From an optimization exercise on the open Yosys and OpenROAD flow, aimed at small area and a short achievable clock period; shortcuts taken in it are not production practice.
No activity file was given, so power comes from the tool's default toggle rates.

Setup of orange:
Design fir_filter, start of the top module:
module fir_filter (
    data_in, data_out, clk, rst
);
    output [17:0] data_out;
    input  [7:0]  data_in;
    input         clk, rst;
    wire [7:0] d = data_in;
    reg  [7:0]  x1n;
    reg  [7:0]  x2;
    reg  [7:0]  x3n;
    reg  [7:0]  x4;
    reg  [7:0]  x5n;
    reg  [7:0]  x6;
    reg  [7:0]  x7n;
    reg  [17:0] s;
    wire p1, p2;
    fa u_p1 (.a(x2[0]), .b(x4[0]), .c(x6[0]), .s(p1), .co(p2));
    wire p3, p4;
    fa u_p3 (.a(x2[1]), .b(x4[1]), .c(x6[1]), .s(p3), .co(p4));
    wire p5, p6;
    fa u_p5 (.a(p2), .b(p3), .c(d[1]), .s(p5), .co(p6));
    wire p7, p8;
    fa u_p7 (.a(x2[2]), .b(x4[2]), .c(x6[2]), .s(p7), .co(p8));
    wire p9, p10;
    fa u_p9 (.a(p4), .b(p7), .c(d[2]), .s(p9), .co(p10));
    wire p11, p12;
    fa u_p11 (.a(x2[3]), .b(x4[3]), .c(x6[3]), .s(p11), .co(p12));
    wire p13, p14;
    fa u_p13 (.a(p8), .b(p11), .c(d[3]), .s(p13), .co(p14));
    wire p15, p16;
    fa u_p15 (.a(x2[4]), .b(x4[4]), .c(x6[4]), .s(p15), .co(p16));
    wire p17, p18;
    fa u_p17 (.a(p12), .b(p15), .c(d[4]), .s(p17), .co(p18));
    wire p19, p20;
    fa u_p19 (.a(x2[5]), .b(x4[5]), .c(x6[5]), .s(p19), .co(p20));
    wire p21, p22;
    fa u_p21 (.a(p16), .b(p19), .c(d[5]), .s(p21), .co(p22));
    wire p23, p24;
    fa u_p23 (.a(x2[6]), .b(x4[6]), .c(x6[6]), .s(p23), .co(p24));
    wire p25, p26;
    fa u_p25 (.a(p20), .b(p23), .c(d[6]), .s(p25), .co(p26));
    wire p27, p28;
    fa u_p27 (.a(x2[7]), .b(x4[7]), .c(x6[7]), .s(p27), .co(p28));
    wire p29, p30;
    fa u_p29 (.a(p24), .b(p27), .c(d[7]), .s(p29), .co(p30));
    wire Pc_p0, Pc_g0;
    ha u_Pc_h0 (.a(p1), .b(d[0]), .s(Pc_p0), .co(Pc_g0));
    wire Pc_p2, Pc_g2;
    ha u_Pc_h2 (.a(p6), .b(p9), .s(Pc_p2), .co(Pc_g2));
    wire Pc_p3, Pc_g3;
    ha u_Pc_h3 (.a(p10), .b(p13), .s(Pc_p3), .co(Pc_g3));
    wire Pc_p4, Pc_g4;
    ha u_Pc_h4 (.a(p14), .b(p17), .s(Pc_p4), .co(Pc_g4));
    wire Pc_p5, Pc_g5;
    ha u_Pc_h5 (.a(p18), .b(p21), .s(Pc_p5), .co(Pc_g5));
  ...
Size: roughly 450 cells after synthesis, ~28 I/O pins, roughly 0.0052 mm² of cells after synthesis.
clock: 11.0 ns
lec_check: 0
cap_margin: 20
core_margin: 2
core_utilization: 65
cts_buf_list: sky130_fd_sc_hd__clkbuf_4 sky130_fd_sc_hd__clkbuf_8
setup_slack_margin: 3.0
slew_margin: 20
synth_hierarchical: 1
run.sh (not shown) runs the stock make flow with config.mk's settings and CLKGATE_MAP_FILE= SYNTH_SCRIPT=/design/flow/synth_recipe.tcl, a recipe that flattens the netlist after the stock synthesis.
#### Input delta (purple over orange)
Settings: CTS_CLUSTER_SIZE newly set to 50; CTS_BUF_LIST changed from sky130_fd_sc_hd__clkbuf_4 sky130_fd_sc_hd__clkbuf_8 to sky130_fd_sc_hd__clkbuf_8; CTS_CLUSTER_DIAMETER newly set to 200; SETUP_SLACK_MARGIN changed from 3.0 to 3.5.
Notes after the runs:
- purple vs orange: met3 layer usage reported by global route down in purple
- On internal power component: purple sits above orange.
- Reported for orange and purple, instance count after placement with tap cells included turned out identical to the last digit.
- Between orange and purple, non-clock buffer count is lower for orange, purple comes in above that.
- From orange to purple the numbers moved as follows: final critical path time including I/O delays and setup dropped 0.43 ns, combinational power rose by about 8%.
No run of this note included a check of the RTL's function; only the layout flow was run.

[afterwards: timing with drivers on the ports]
How much do the figures lean on ideal ports? The routed layouts below were timed once more, with nothing changed but the port constraints. Step 1 sets driving cells, clkbuf_16 on the clock port and buf_2 on the other inputs (assumed; they add their load-dependent delay and slew). Step 2 adds t to the input delays and takes it off the output delays; t is the mean of the earliest and latest rising clock arrival at the registers after step 1. Input paths then give back, and output paths get back, about the clock's delay inside the block. a / b / c = no drivers / after step 1 / after step 2; a / b = the first two.
run	shift t [ns]	setup WS [ns]	slew at the worst register clock pin (ns)	worst slew at a driven data input, ns
orange	0.376	3.153 / 3.133 / 2.987	0.09 / 0.09	0.03
purple	0.371	3.588 / 3.556 / 3.350	0.08 / 0.08	0.05
After both steps every run listed still meets setup and hold. For purple, which loses most, drivers alone change the setup slack by -0.032 ns; drivers and shift together by -0.238 ns.
